Source: an optimization exercise on an open RTL-to-GDS flow (aim: small area and a short achievable clock period). Production flows keep margins and buffers that such runs may drop. Only simulation tests tie the RTL to the original design; equivalence was not proved. The clock port is modelled as an ideal driver; clocking choices that lean on that would not hold on a real chip.

## Multiplier_Wrapper
module Multiplier_Wrapper #(parameter N = 32, bits = N-1, prod = 2*bits+1)(
    input clk, rst,  
    input [bits:0] a_in, b_in,  
    output reg [prod:0] p  
    );
Settings: LEC_CHECK=0, CAP_MARGIN=20, CORE_MARGIN=2, CORE_UTILIZATION=40, SLEW_MARGIN=20, SYNTH_HIERARCHICAL=1, SYNTH_MINIMUM_KEEP_SIZE=0; clock period 19.5 ns.
standard.sh (not shown) runs the stock make flow with config.mk's settings and CLKGATE_MAP_FILE= SYNTH_SCRIPT=/design/flow/synth_recipe.tcl, a recipe that flattens the netlist after the stock synthesis.
==> flow/flow/run.sh <==
#!/bin/bash
# Layout flow: the standard ORFS flow (standard.sh, synthesis unchanged) with
#  - every synthesized cell first set to the smallest size of its family
#    (flow/downsize.tcl), so that the repair steps size up only what timing needs;
#  - port buffers of the smallest buffer cell (buf_1) instead of the default pick;
#  - repair_timing asked to leave 14.2 ns of setup slack. The clock period and all
#    constraints stay the design's own; the margin only makes the repair work harder.
# Each tool's output goes to a log file of its own in this folder.
set -euo pipefail
M=14.2
R=orfs/results/$FLOW_PLATFORM/Multiplier_Wrapper/base
bash standard.sh SETUP_SLACK_MARGIN=$M synth > synth.log 2>&1
RESULTS=$R LIB=$FLOW_HOME/platforms/$FLOW_PLATFORM/lib/sky130_fd_sc_hd__tt_025C_1v80.lib DONT_USE="" \
  openroad -no_init -exit flow/downsize.tcl > downsize.log 2>&1
bash standard.sh SETUP_SLACK_MARGIN=$M "BUFFER_PORTS_ARGS=-buffer_cell sky130_fd_sc_hd__buf_1" \
  "POST_CTS_TCL=$PWD/flow/skew.tcl" "SKEW_CHAIN=clkbuf_1 clkbuf_8"  finish > finish.log 2>&1
==> flow/flow/skew.tcl <==
set block [ord::get_db_block]
set db [ord::get_db]
set chain $::env(SKEW_CHAIN)
set groups [dict create]
foreach inst [$block getInsts] {
  if { ![regexp {^p\\?\[[0-9]+\\?\]} [$inst getName]] } { continue }
  set it [$inst findITerm CLK]
  if { $it eq "NULL" } { continue }
  set net [$it getNet]
  dict lappend groups [$net getName] $inst
}
set g 0
dict for {netname insts} $groups {
  set net [$block findNet $netname]
  set sx 0
  set sy 0
  foreach inst $insts {
    set bb [$inst getBBox]
    incr sx [expr { ([$bb xMin] + [$bb xMax]) / 2 }]
    incr sy [expr { ([$bb yMin] + [$bb yMax]) / 2 }]
  }
  set n [llength $insts]
  set x [expr { $sx / $n }]
  set y [expr { $sy / $n }]
  set cur $net
  set k 0
  foreach cell $chain {
    set master [$db findMaster sky130_fd_sc_hd__$cell]
    set buf [odb::dbInst_create $block $master "pskew_${g}_${k}"]
    set out [odb::dbNet_create $block "pskew_net_${g}_${k}"]
    $out setSigType CLOCK
    [$buf findITerm A] connect $cur
    [$buf findITerm X] connect $out
    $buf setLocation $x $y
    $buf setPlacementStatus PLACED
    set cur $out
    incr k
  }
  foreach inst $insts {
    set it [$inst findITerm CLK]
    $it disconnect
    $it connect $cur
  }
  puts "skew: leaf net $netname: $n p registers behind [llength $chain] buffers"
  incr g
}
detailed_placement
check_placement -verbose
Other scripts of this flow, unchanged in this note and not shown: flow/flow/downsize.tcl
The starting point finished with timing, DRC and antenna clean.
Then changed:
==> flow/flow/run.sh (replaced) <==
#!/bin/bash
# Layout flow: the standard ORFS flow (standard.sh, synthesis unchanged) with
#  - every synthesized cell first set to the smallest size of its family
#    (flow/downsize.tcl), so that the repair steps size up only what timing needs;
#  - port buffers of the smallest buffer cell (buf_1) instead of the default pick;
#  - repair_timing asked to leave 14 ns of setup slack. The clock period and all
#    constraints stay the design's own; the margin only makes the repair work harder.
# Each tool's output goes to a log file of its own in this folder.
set -euo pipefail
M=14
R=orfs/results/$FLOW_PLATFORM/Multiplier_Wrapper/base
bash standard.sh SETUP_SLACK_MARGIN=$M synth > synth.log 2>&1
RESULTS=$R LIB=$FLOW_HOME/platforms/$FLOW_PLATFORM/lib/sky130_fd_sc_hd__tt_025C_1v80.lib DONT_USE="" \
  openroad -no_init -exit flow/downsize.tcl > downsize.log 2>&1
bash standard.sh SETUP_SLACK_MARGIN=$M "BUFFER_PORTS_ARGS=-buffer_cell sky130_fd_sc_hd__buf_1" \
  "POST_CTS_TCL=$PWD/flow/skew.tcl" "SKEW_CHAIN=clkdlybuf4s25_1 clkbuf_8"  finish > finish.log 2>&1
What happened:
- via count came out lower slightly
- core utilization drops by 2.0 points
- synthesized area is unchanged
- die area is unchanged
- fmax is lower by a few percent
- wire length came out lower by a few percent
Then changed:
- PLACE_DENSITY: default -> 0.72
What happened: Global-route usage came out lower by 3.4 points; cell area came out lower by 1.2%; synthesized cell count stays the same; final cell count is about the same; setup slack improved by 56 ps; via count stays flat; wire length came out lower by 9.2%; synthesized area stays the same.

## what the ideal ports hide
The results above use ideal ports. As a check the final layouts listed here were re-extracted and re-timed, cells and wires unchanged. Step 1, drivers: a clkbuf_16 drives clk and a buf_2 each remaining input, both assumed. Step 2, shift: input delay + t, output delay - t, t = (earliest + latest rising clock arrival at the registers) / 2. This alone moves slack from input paths to output paths. Three values: ideal, step 1, step 2; two values: the first two.
run	shift t [ns]	setup slack, ns	latest minus earliest clock arrival (ns)	slew at the worst register clock pin (ns)	worst data-port slew with drivers (ns)
the first run	0.681	14.233 / 14.237 / 13.592	0.252 / 0.252	0.09 / 0.09	0.05
the second run	0.760	14.079 / 14.070 / 13.358	0.425 / 0.425	0.09 / 0.09	0.04
the third run	0.764	14.135 / 14.077 / 13.408	0.425 / 0.426	0.10 / 0.10	0.05
Clock arrivals are far apart in the second run and the third run, so t is only a midpoint there and step 2 fits no single register. The setup slack of the third run, which loses most, moves by -0.058 ns with the drivers and by -0.727 ns with both steps.
